This is an optimization exercise on Yosys and OpenROAD, whose aim is small area, not a production implementation. At most, simulation tests tie the RTL to the original design; equivalence was not proved. No activity file was given, so power comes from the tool's default toggle rates. No driver is modelled on the clock port, so clocking that relies on it looks cheaper here than on a real chip.

== P ==
Design YUV_2xy_scaler, start of the top module:
module YUV_2xy_scaler #(
parameter pix_per_clock     = 1,
parameter data_width        = 8,
parameter scaler_rate       = 2,
parameter out_pix_per_clock = 4,
parameter h_total           = 64,
parameter v_total           = 16
)
(
input wire clk_in                                   ,
input wire reset                                    ,
input wire[23:0] rdata                              ,
input wire rlast                                    ,
output reg rready                                   ,
input wire ruser                                    ,
input wire rvalid                                   ,
output reg[63:0] tdata                              ,
output reg tlast                                    ,
input wire tready                                   ,
output reg tuser                                    ,
output reg tvalid
);
always @ (posedge clk_in)
begin
    rready <= tready;
end
reg         rst_in;
reg         rst_in_dly1;
reg         rst_in_dly2;
always @ (posedge clk_in or posedge reset)
begin
    if (reset)
        rst_in_dly1    <= 1'b1;
    else
        rst_in_dly1    <= 1'b0;
end
always @ (posedge clk_in)
begin
    rst_in_dly2    <= rst_in_dly1;
    rst_in         <= rst_in_dly2 || ruser;
end
reg[5:0]    hc;
always @ (posedge clk_in)
begin
    if (rst_in)
        hc  <= 6'd0;
    else if (rlast)
        hc  <= 6'd1;
    else if (hc == 6'd38)
        hc  <= 6'd0;
    else if (hc != 6'd0)
        hc  <= hc + 1'b1;
end
localparam  RD_IDLE = 2'd0;
localparam  RD_C    = 2'd1;      
localparam  RD_S    = 2'd2;      
reg         rd_last;
reg         rd_last_dly1;
reg         rd_last_dly2;
reg[5:0]    rd_cnt;              
  ...
Size: ~8,400 cells after synthesis, ~98 I/O pins, about 95,000 um2 of cells after synthesis.
export LEC_CHECK = 0
export CAP_MARGIN = 20
export CORE_MARGIN = 2
export CORE_UTILIZATION = 50
export SLEW_MARGIN = 20
create_clock -name core_clock -period 8.0 [get_ports {clk_in}]
standard.sh (not shown) runs the stock make flow with config.mk's settings and CLKGATE_MAP_FILE= SYNTH_SCRIPT=/design/flow/synth_recipe.tcl, a recipe that flattens the netlist after the stock synthesis.
==> flow/flow/run.sh <==
#!/bin/bash
# The standard layout (the standard.sh: standard synthesis, floorplan,
# placement, CTS, routing, finish), with two settings changed:
# - clock tree: clkbuf_16 buffers with larger sink clusters and no dummy
#   loads (the tree is still built and balanced by TritonCTS);
# - port buffers: buf_1 cells (every port still gets a buffer).
set -euo pipefail
export CTS_ARGS="-sink_clustering_enable -repair_clock_nets -buf_list sky130_fd_sc_hd__clkbuf_16 -sink_clustering_size 34 -sink_clustering_max_diameter 80 -dont_use_dummy_load"
export BUFFER_PORTS_ARGS="-buffer_cell sky130_fd_sc_hd__buf_1"
bash standard.sh > standard.log 2>&1
Edits applied to the flow inputs when going from P to Q:
--- a/flow/design.v
+++ b/flow/design.v
@@ -181,17 +181,20 @@
 end
 always @ (posedge clk_in)
 begin
     tvalid  <= tvalid_pre;
 end
 reg         pol;
 always @ (posedge clk_in)
 begin
-    pol <= ~pol;
+    if (rst_in_dly2)
+        pol <= 1'b0;
+    else
+        pol <= ~pol;
 end
 reg[5:0]    wx;
 always @ (posedge clk_in)
 begin
     if (rst_in_dly2)
         wx  <= 6'd0;
     else if (rvalid)
         wx  <= wx + 1'b1;
Notes after the runs:
Q and P all finish clean. The combinational power share in Q sits 0.6 points above the value recorded for P. Q against P: non-clock buffer count grew by 2, wire length on met2 grew by 570 um, total overflow reported by the global router held steady. Q ends up with a via count that is 454 lower than in P. P and Q ended up with roughly the same area added between synthesis and finish. Cmp Q and P / post-layout minimum cycle time / lower: P. Final non-filler cell area: P vs Q, no meaningful difference. | sequential share of layout area | Q vs P | ≈ equal |. On sequential-to-total area share from yosys stat, P tracks Q almost exactly. Detailed route wirelength on metal3 in Q is 420 um below P. Against P, worst max-slew margin expressed relative to the limit in Q came out worse. Power: Q draws more than P. Diff Q..P | sequential cell count | negligible.
Only the layout flow was run in P; the RTL was not checked for function there.

========
## run X
The RTL this note starts from:
==> flow/design.v <==
module yuv_line_ram #(
parameter DEPTH = 8
)
(
input  wire                  clk,
input  wire                  sh_e,      
input  wire                  hd_e,      
input  wire                  sh_o,      
input  wire                  hd_o,      
input  wire [23:0]           din,       
output wire [23:0]           head_e,
output wire [23:0]           head_o,
output wire [7:0]            next_ye    
);
localparam W = 24*DEPTH;
reg [W-1:0] ce;
reg [W-1:0] co;
always @(posedge clk)
begin
    ce <= ~((ce | {W{sh_e}}) & ({din, ce[W-1:24]} | {W{hd_e}}));
    co <= ~((co | {W{sh_o}}) & ({din, co[W-1:24]} | {W{hd_o}}));
end
assign head_e  = ce[23:0];
assign head_o  = co[23:0];
assign next_ye = ce[31:24];
endmodule
module YUV_2xy_scaler #(
parameter pix_per_clock     = 1,
parameter data_width        = 8,
parameter scaler_rate       = 2,
parameter out_pix_per_clock = 4,
parameter h_total           = 64,
parameter v_total           = 16
)
(
input wire clk_in                                   ,
input wire reset                                    ,
input wire[23:0] rdata                              ,
input wire rlast                                    ,
output reg rready                                   ,
input wire ruser                                    ,
input wire rvalid                                   ,
output reg[63:0] tdata                              ,
output reg tlast                                    ,
input wire tready                                   ,
output reg tuser                                    ,
output reg tvalid
);
always @ (posedge clk_in)
begin
    rready <= tready;
end
reg         rst_in;
reg         rst_in_dly1;
reg         rst_in_dly2;
always @ (posedge clk_in or posedge reset)
begin
    if (reset)
        rst_in_dly1    <= 1'b1;
    else
        rst_in_dly1    <= 1'b0;
end
always @ (posedge clk_in)
begin
    rst_in_dly2    <= rst_in_dly1;
    rst_in         <= rst_in_dly2 || ruser;
end
reg[5:0]    hc;
always @ (posedge clk_in)
begin
    if (rst_in)
        hc  <= 6'd0;
    else if (rlast)
        hc  <= 6'd1;
    else if (hc == 6'd38)
        hc  <= 6'd0;
    else if (hc != 6'd0)
        hc  <= hc + 1'b1;
end
localparam  RD_IDLE = 2'd0;
localparam  RD_C    = 2'd1;      
localparam  RD_S    = 2'd2;      
reg         rd_last;
reg         rd_last_dly1;
reg         rd_last_dly2;
reg[5:0]    rd_cnt;              
reg[1:0]    rd_state;
reg[1:0]    rd_state_dly;
reg[5:0]    r_addr;
reg         enb;
always @ (posedge clk_in)
begin
    if (rst_in)
        rd_cnt  <= 6'd0;
    else if (rd_cnt > (v_total << 1))
        rd_cnt  <= 6'd0;
    else if (rd_last_dly2)
        rd_cnt  <= rd_cnt + 1'b1;
end
always @ (posedge clk_in)
begin
    if (rst_in)
        rd_state    <= RD_IDLE;
    else
        case (rd_state)
            RD_IDLE:
                if (rd_cnt == (v_total << 1))
                    rd_state    <= RD_S;
                else if (hc == 6'd37 || hc == 6'd38)
                    rd_state    <= RD_C;
            RD_C:
                if (rd_last_dly2)
                    rd_state    <= RD_S;
            RD_S:
                if (rd_last_dly2)
                    rd_state    <= RD_IDLE;
            default:
                rd_state    <= RD_IDLE;
        endcase
end
always @ (posedge clk_in)
begin
    rd_state_dly    <= rd_state;
end
always @ (posedge clk_in)
begin
    if (rst_in)
        r_addr  <= 6'd0;
    else if (rd_state == RD_IDLE || rd_state_dly != rd_state)
        r_addr  <= 6'd0;
    else if (enb)
        r_addr  <= r_addr + 1'b1;
end
always @ (posedge clk_in)
begin
    if (rst_in)
        enb     <= 1'b0;
    else
        enb     <= (r_addr <= (h_total >> 1)) && (rd_state == RD_C || rd_state == RD_S);
end
always @ (posedge clk_in)
begin
    if (rst_in)
        rd_last <= 1'b0;
    else
        rd_last <= (r_addr == (h_total >> 1));
end
always @ (posedge clk_in)
begin
    rd_last_dly1    <= rd_last;
    rd_last_dly2    <= rd_last_dly1;
end
always @ (posedge clk_in)
begin
    if (rst_in)
        tuser   <= 1'b0;
    else
        tuser   <= (rd_cnt == 6'd1) && (r_addr == 6'd3);
end
always @ (posedge clk_in)
begin
    if (rst_in)
        tlast   <= 1'b0;
    else
        tlast   <= (rd_cnt != 6'd0) && rd_last_dly1;
end
reg         rsh;
reg         tvalid_pre;
always @ (posedge clk_in)
begin
    if (rst_in)
        begin
            rsh         <= 1'b0;
            tvalid_pre  <= 1'b0;
        end
    else
        begin
            rsh         <= enb && (r_addr >= 6'd2);
            tvalid_pre  <= enb && (r_addr >= 6'd2) && (rd_cnt != 6'd0);
        end
end
always @ (posedge clk_in)
begin
    tvalid  <= tvalid_pre;
end
reg         pol;
always @ (posedge clk_in)
begin
    pol <= ~pol;
end
reg[5:0]    wx;
reg[23:0]   rdata_d;
always @ (posedge clk_in)
begin
    rdata_d <= rdata;
    if (rst_in_dly2)
        wx  <= 6'd0;
    else if (rvalid)
        wx  <= wx + 1'b1;
end
wire[4:0]   rk = r_addr[4:0] - 5'd3;
wire        interp = (rd_state_dly == RD_C);
wire        rsh_nx  = !rst_in && enb && (r_addr >= 6'd2);
wire        ip_nx   = (rd_state == RD_C);
wire[4:0]   rk_nx   = r_addr[4:0] - 5'd2;
reg[3:0]    sh_e, hd_e, sh_o, hd_o;
reg         sh_y, hd_y;
integer j;
always @ (posedge clk_in)
begin
    for (j = 0; j < 4; j = j + 1)
        begin
            sh_e[j] <=  ((rsh_nx && ip_nx && rk_nx[4:3] == j) || (rvalid && wx[5:4] == j && !wx[0]));
            hd_e[j] <= !((rsh_nx && ip_nx && rk_nx[4:3] == j) || (rvalid && wx[5:4] == j && !wx[0]));
            sh_o[j] <=  ((rsh_nx && ip_nx && rk_nx[4:3] == j) || (rvalid && wx[5:4] == j &&  wx[0]));
            hd_o[j] <= !((rsh_nx && ip_nx && rk_nx[4:3] == j) || (rvalid && wx[5:4] == j &&  wx[0]));
        end
    sh_y    <=  rsh_nx;
    hd_y    <= !rsh_nx;
end
wire[23:0]  din = rdata_d ^ {24{pol}};
wire[23:0]  qe [3:0];
wire[23:0]  qo [3:0];
wire[7:0]   qn [3:0];
genvar q;
generate
for (q = 0; q < 4; q = q + 1)
    begin : g_q
        yuv_line_ram #(.DEPTH(8)) u_q (
            .clk    (clk_in),
            .sh_e   (sh_e[q]),
            .hd_e   (hd_e[q]),
            .sh_o   (sh_o[q]),
            .hd_o   (hd_o[q]),
            .din    (din),
            .head_e (qe[q]),
            .head_o (qo[q]),
            .next_ye(qn[q])
        );
    end
endgenerate
reg[32*48-1:0] ych;
wire[1:0]   kq = rk[4:3];
wire[23:0]  ae = interp ? qe[kq] : ych[23:0];
wire[23:0]  ao = interp ? qo[kq] : ych[47:24];
wire[7:0]   an = !interp ? ych[55:48] : (rk[2:0] == 3'd7) ? qe[kq + 2'd1][7:0] : qn[kq];
always @ (posedge clk_in)
begin
    ych <= ~((ych | {1536{sh_y}}) & ({ao, ae, ych[32*48-1:48]} | {1536{hd_y}}));
end
function [63:0] pack;
    input [23:0] e;
    input [23:0] o;
    input [7:0]  n;
    input        last;
    reg [7:0] ye_i, yo_i;
    begin
        ye_i = (e[7:0] >> 1) + (o[7:0] >> 1);
        yo_i = last ? ye_i : (o[7:0] >> 1) + (n >> 1);
        pack = {o[23:16], yo_i, o[15:0], e[23:16], ye_i, e[15:0]};
    end
endfunction
wire        klast = (rk == 5'd31);
wire[63:0]  aw = pack(ae ^ {24{pol}}, ao ^ {24{pol}}, an ^ {8{pol}}, klast);
wire[63:0]  yw = pack(ych[23:0] ^ {24{pol}}, ych[47:24] ^ {24{pol}}, ych[55:48] ^ {8{pol}}, klast);
always @ (posedge clk_in)
begin
    if (rst_in)
        tdata   <= 64'd0;
    else
        tdata   <= (aw >> 1) + (yw >> 1) + (!interp && yw[0]);
end
endmodule
Settings: LEC_CHECK=0, CAP_MARGIN=20, CORE_MARGIN=2, CORE_UTILIZATION=70, SLEW_MARGIN=20; clock period 8.0 ns.
==> flow/flow/run.sh <==
#!/bin/bash
# The standard layout (the standard.sh: standard synthesis, floorplan,
# placement, CTS, routing, finish), with two settings changed:
# - clock tree: clkbuf_16 buffers with larger sink clusters and no dummy
#   loads (the tree is still built and balanced by TritonCTS);
# - port buffers: buf_1 cells (every port still gets a buffer).
set -euo pipefail
export CTS_ARGS="-sink_clustering_enable -repair_clock_nets -buf_list sky130_fd_sc_hd__clkbuf_16 -sink_clustering_size 24 -sink_clustering_max_diameter 80 -dont_use_dummy_load"
export BUFFER_PORTS_ARGS="-buffer_cell sky130_fd_sc_hd__buf_1"
bash standard.sh > standard.log 2>&1
What run B does differently from run X at the input level:
diff --git a/flow/design.v b/flow/design.v
--- a/flow/design.v
+++ b/flow/design.v
@@ -2,25 +2,24 @@
 parameter DEPTH = 8
 )
 (
 input  wire                  clk,
 input  wire                  sh_e,      
-input  wire                  hd_e,      
 input  wire                  sh_o,      
-input  wire                  hd_o,      
 input  wire [23:0]           din,       
 output wire [23:0]           head_e,
 output wire [23:0]           head_o,
 output wire [7:0]            next_ye    
 );
-localparam W = 24*DEPTH;
-reg [W-1:0] ce;
-reg [W-1:0] co;
+reg [24*DEPTH-1:0] ce;
+reg [24*DEPTH-1:0] co;
 always @(posedge clk)
 begin
-    ce <= ~((ce | {W{sh_e}}) & ({din, ce[W-1:24]} | {W{hd_e}}));
-    co <= ~((co | {W{sh_o}}) & ({din, co[W-1:24]} | {W{hd_o}}));
+    if (sh_e)
+        ce <= {din, ce[24*DEPTH-1:24]};
+    if (sh_o)
+        co <= {din, co[24*DEPTH-1:24]};
 end
 assign head_e  = ce[23:0];
 assign head_o  = co[23:0];
 assign next_ye = ce[31:24];
 endmodule
@@ -181,60 +180,34 @@
 end
 always @ (posedge clk_in)
 begin
     tvalid  <= tvalid_pre;
 end
-reg         pol;
-always @ (posedge clk_in)
-begin
-    pol <= ~pol;
-end
 reg[5:0]    wx;
-reg[23:0]   rdata_d;
-always @ (posedge clk_in)
-begin
-    rdata_d <= rdata;
+always @ (posedge clk_in)
+begin
     if (rst_in_dly2)
         wx  <= 6'd0;
     else if (rvalid)
         wx  <= wx + 1'b1;
 end
 wire[4:0]   rk = r_addr[4:0] - 5'd3;
 wire        interp = (rd_state_dly == RD_C);
-wire        rsh_nx  = !rst_in && enb && (r_addr >= 6'd2);
-wire        ip_nx   = (rd_state == RD_C);
-wire[4:0]   rk_nx   = r_addr[4:0] - 5'd2;
-reg[3:0]    sh_e, hd_e, sh_o, hd_o;
-reg         sh_y, hd_y;
-integer j;
-always @ (posedge clk_in)
-begin
-    for (j = 0; j < 4; j = j + 1)
-        begin
-            sh_e[j] <=  ((rsh_nx && ip_nx && rk_nx[4:3] == j) || (rvalid && wx[5:4] == j && !wx[0]));
-            hd_e[j] <= !((rsh_nx && ip_nx && rk_nx[4:3] == j) || (rvalid && wx[5:4] == j && !wx[0]));
-            sh_o[j] <=  ((rsh_nx && ip_nx && rk_nx[4:3] == j) || (rvalid && wx[5:4] == j &&  wx[0]));
-            hd_o[j] <= !((rsh_nx && ip_nx && rk_nx[4:3] == j) || (rvalid && wx[5:4] == j &&  wx[0]));
-        end
-    sh_y    <=  rsh_nx;
-    hd_y    <= !rsh_nx;
-end
-wire[23:0]  din = rdata_d ^ {24{pol}};
 wire[23:0]  qe [3:0];
 wire[23:0]  qo [3:0];
 wire[7:0]   qn [3:0];
 genvar q;
 generate
 for (q = 0; q < 4; q = q + 1)
     begin : g_q
+        wire rd_q = rsh && interp && (rk[4:3] == q);
+        wire wr_q = rvalid && (wx[5:4] == q);
         yuv_line_ram #(.DEPTH(8)) u_q (
             .clk    (clk_in),
-            .sh_e   (sh_e[q]),
-            .hd_e   (hd_e[q]),
-            .sh_o   (sh_o[q]),
-            .hd_o   (hd_o[q]),
-            .din    (din),
+            .sh_e   (rd_q || (wr_q && !wx[0])),
+            .sh_o   (rd_q || (wr_q &&  wx[0])),
+            .din    (rdata),
             .head_e (qe[q]),
             .head_o (qo[q]),
             .next_ye(qn[q])
         );
     end
@@ -244,11 +217,12 @@
 wire[23:0]  ae = interp ? qe[kq] : ych[23:0];
 wire[23:0]  ao = interp ? qo[kq] : ych[47:24];
 wire[7:0]   an = !interp ? ych[55:48] : (rk[2:0] == 3'd7) ? qe[kq + 2'd1][7:0] : qn[kq];
 always @ (posedge clk_in)
 begin
-    ych <= ~((ych | {1536{sh_y}}) & ({ao, ae, ych[32*48-1:48]} | {1536{hd_y}}));
+    if (rsh)
+        ych <= {ao, ae, ych[32*48-1:48]};
 end
 function [63:0] pack;
     input [23:0] e;
     input [23:0] o;
     input [7:0]  n;
@@ -259,12 +233,12 @@
         yo_i = last ? ye_i : (o[7:0] >> 1) + (n >> 1);
         pack = {o[23:16], yo_i, o[15:0], e[23:16], ye_i, e[15:0]};
     end
 endfunction
 wire        klast = (rk == 5'd31);
-wire[63:0]  aw = pack(ae ^ {24{pol}}, ao ^ {24{pol}}, an ^ {8{pol}}, klast);
-wire[63:0]  yw = pack(ych[23:0] ^ {24{pol}}, ych[47:24] ^ {24{pol}}, ych[55:48] ^ {8{pol}}, klast);
+wire[63:0]  aw = pack(ae, ao, an, klast);
+wire[63:0]  yw = pack(ych[23:0], ych[47:24], ych[55:48], klast);
 always @ (posedge clk_in)
 begin
     if (rst_in)
         tdata   <= 64'd0;
     else
Results
- In run B the implementation ran to completion but is not tape-out ready, as the final checks report antenna rules.
- The fmax reported for run B is greater than that of run X by about 9%.
- Setup slack on the worst flop-to-flop path, run X and run B: higher on run B
- The area of combinational cells with multiple inputs of run B falls short of that of run X by 73%.
- Comparing run X and run B, the higher setup slack was measured on run B.
- Summary of run B over run X: number of synthesized flops with an enable pin now larger; total nets after synthesis now smaller; number of distinct standard cells referenced by the synthesized netlist now smaller.
- The wire length after detailed routing reported for run B is smaller than that of run X by 41000 um.
- NOTE: hold slack in run B falls short of that of run X
- The global-route wire length before repair of run B is lower than that of run X.
- Row power: run B higher / run X lower
- Against run X, run B reports a share of total power in the clock network that is lower.
- Looking at area after synthesis across both flows, run B is the weaker of the two, with run X ahead.
Function not checked in run B: the RTL went through the layout flow alone.

==> static timing again, ports no longer ideal <==
No port has a modelled driver above. Below, the same layouts with a new extraction and two added sets of constraints. Step 1 (the two cells are an assumption about what drives the block):
set clk [get_ports {clk_in}]
set_driving_cell -lib_cell sky130_fd_sc_hd__clkbuf_16 $clk
set_driving_cell -lib_cell sky130_fd_sc_hd__buf_2 [delete_from_list [all_inputs] $clk]
Step 2 times the ports against the registers' clock, not the clock port: input delays grow and output delays shrink by t, the midpoint of the rising clock arrivals with the driver on. Three values: ideal, step 1, step 2; two values: the first two.
run | t, ns | setup slack, ns | hold slack, ns | clock arrival spread, ns
P | 0.846 | 1.920 / 1.920 / 1.920 | 0.331 / 0.331 / 0.331 | 0.116 / 0.116
Q | 0.857 | 1.605 / 1.605 / 1.605 | 0.335 / 0.335 / 0.335 | 0.098 / 0.099
run X | 0.837 | 0.742 / 0.742 / 0.742 | 0.336 / 0.336 / 0.336 | 0.090 / 0.090
run B | 0.832 | 1.348 / 1.348 / 1.348 | 0.330 / 0.330 / 0.330 | 0.113 / 0.113
